Source: an optimization exercise on an open RTL-to-GDS flow (aim: small area, a short achievable clock period and few clock cycles). Production flows keep margins and buffers that such runs may drop. Function was checked by simulation only, so behaviour that the tests miss may differ from the original. Power is estimated from default activity; no workload was simulated.

run A:
Design physics_engine, start of the top module:
module physics_engine #(
    parameter SCREEN_WIDTH = 320,
    parameter SCREEN_HEIGHT = 240
    ) (
    input  wire        clk,
    input  wire        resetn,
    input  wire        fire,
    input  wire [15:0] axi_Z_dist,
    input  wire [15:0] axi_arrow_vel,
    input  wire [7:0]  wind_x_in,
    input  wire [7:0]  wind_y_in,
    input  wire [8:0]  aim_x,
    input  wire [7:0]  aim_y,
    output wire        result_valid,
    output reg [8:0]   land_x,
    output reg [7:0]   land_y
);
clock: 6.0 ns
lec_check: 0
abc_clock_period_in_ps: 3500
cap_margin: 20
core_margin: 2
core_utilization: 30
setup_slack_margin: 1.5
slew_margin: 20
run.sh (not shown) runs the stock make flow with config.mk's settings and CLKGATE_MAP_FILE= SYNTH_SCRIPT=/design/flow/synth_recipe.tcl, a recipe that flattens the netlist after the stock synthesis.
Testbench counts of run A, summed over its fixed seeds: cycles 8,553.
Relative to run A, the following input files were edited for run B:
- CORE_UTILIZATION: 30 -> 40
- PLACE_DENSITY: unset -> 0.6
## What came out
Run A → run B: count of cell instances traversed by the critical path down 2, worst setup slack rose by 0.013 ns. [compare] base=run A new=run B: power per unit of standard cell area +5.7 mW/mm2; sequential share of layout area now larger; measured slew at the worst slew-check pin fell 0.058 ns; overall power of the completed layout flat; met1 routing resource usage after global routing picked up an extra 7.4 points. Run B vs run A on pin count of the biggest net entering global routing: run B is the higher one.
Input changes introduced in run C (baseline for comparison: run B):
- removing PLACE_DENSITY (formerly 0.6)
- changing SETUP_SLACK_MARGIN from 1.5 to 1.75
[summary]
- Non-clock buffer count ended up 19% higher on run C than on run B.
- On first-iteration DRC count, the higher figure sits with run C, not run B.
- No run among run C and run B stopped early or left any final violation; all are clean.
- As of run C, routed wire length had risen slightly compared to run B.
- Run C vs run B: post-route cell area up by a few percent
Modified inputs, run D compared to run C
- ABC_AREA: unset -> 1
- SETUP_SLACK_MARGIN: 1.75 -> 1.5
- PLACE_DENSITY: unset -> 0.7
- ABC_CLOCK_PERIOD_IN_PS: 3500 -> unset
Results
- Run D went all the way through synthesis, placement and routing and the layout is clean on timing, DRC and antenna.
- Diff run C -> run D: post-synthesis instance area +890 um2; switching part of the total power +4.4 points; data arrival at the endpoint of the critical path +1.42 ns; count of inserted tapcells +13; highest clock rate +about 2.4%.
- Setup slack in run D is larger than in run C.
- Per the comparison of run D with run C, total net switching power now sits higher, half-perimeter wire length of the detailed placement result now larger.
- Run D ended up with busy as its capturing instance or port of the critical path; run C ended up with land_x[0].
- In the tables for run D and run C, worst hold margin reads lower with run C.
- Note that the cell count after synthesis recorded for run C amounts to 0.76 times the value seen in run D.

========
Starting RTL as in the previous note.
==> flow/config.mk <==
export PLATFORM = sky130hd
export DESIGN_NAME = physics_engine
export DESIGN_NICKNAME = physics_engine
export VERILOG_FILES = /design/flow/design.v
export SDC_FILE = /design/flow/constraint.sdc
export NUM_CORES = 4
export LEC_CHECK = 0
export ABC_CLOCK_PERIOD_IN_PS = 3500
export CAP_MARGIN = 20
export CORE_MARGIN = 2
export CORE_UTILIZATION = 40
export PLACE_DENSITY = 0.8
export SETUP_SLACK_MARGIN = 1.5
export SLEW_MARGIN = 20
==> flow/constraint.sdc <==
create_clock -name core_clock -period 6.0 [get_ports {clk}]
set_input_delay 1.2000 -clock core_clock [delete_from_list [all_inputs] [get_ports {clk}]]
set_output_delay 1.2000 -clock core_clock [all_outputs]
set_load 0.01 [all_outputs]
Testbench counts at the start, summed over its fixed seeds: cycles 8,553.
Change:
- PLACE_DENSITY: 0.8 -> default
- TNS_END_PERCENT: default -> 20
Via count drops by a few percent.
Routed wire length rises slightly.
Die area stays the same.
Non-clock buffer count fell by 8.
Maximum frequency came out lower by a few percent.
Synthesized cell count is unchanged.
Global-route usage increases by 0.43 points.
Sequential share of layout area climbs by 0.12 points.
Change:
- CORE_UTILIZATION: 40 -> 50
- TNS_END_PERCENT: 20 -> default
The new run went through all stages and came out clean.
Via count goes down by about 0.9%.
First-iteration DRC count goes down by about 0.9%.
Final area goes up by 0.54%.
Power goes up by about 0.8%.
Non-clock buffer count goes up by 12.
Synthesized cell count is unchanged.
Setup slack improves by 0.13 ns.
Change:
- CAP_MARGIN: 20 -> 10
- CORE_UTILIZATION: 50 -> 40
- SLEW_MARGIN: 20 -> 10
Result: Synthesized area stays the same; flip-flop and latch count stays the same; worst setup slack gets better by 0.041 ns; non-clock buffer count drops by 6; worst hold slack loses 0.0054 ns; total power came out lower by 0.42%.

[re-timing with driven ports]
No port has a modelled driver above. Below, the same layouts with a new extraction and two added sets of constraints. Step 1 (the two cells are an assumption about what drives the block):
set clk [get_ports {clk}]
set_driving_cell -lib_cell sky130_fd_sc_hd__clkbuf_16 $clk
set_driving_cell -lib_cell sky130_fd_sc_hd__buf_2 [delete_from_list [all_inputs] $clk]
Step 2 adds t to the input delays and takes it off the output delays; t is the mean of the earliest and latest rising clock arrival at the registers after step 1. Input paths then give back, and output paths get back, about the clock's delay inside the block. Slacks: ideal / step 1 / step 2; pairs: ideal / step 1.
run	t, ns	slack for setup (ns)	worst register clock-pin slew, ns	cell pins on the clock port's net
run A	0.487	1.595 / 1.540 / 1.204	0.06 / 0.06	1
run B	0.487	1.608 / 1.581 / 1.149	0.07 / 0.07	1
run C	0.489	1.645 / 1.594 / 1.428	0.07 / 0.07	1
run D	0.482	1.749 / 1.699 / 1.290	0.06 / 0.06	1
the first run of note 2	0.473	1.591 / 1.543 / 1.176	0.06 / 0.06	1
the second run of note 2	0.487	1.440 / 1.389 / 1.040	0.06 / 0.06	1
the third run of note 2	0.475	1.567 / 1.515 / 1.160	0.06 / 0.06	1
the fourth run of note 2	0.487	1.608 / 1.581 / 1.149	0.07 / 0.07	1
After both steps setup and hold are still met in every run listed.
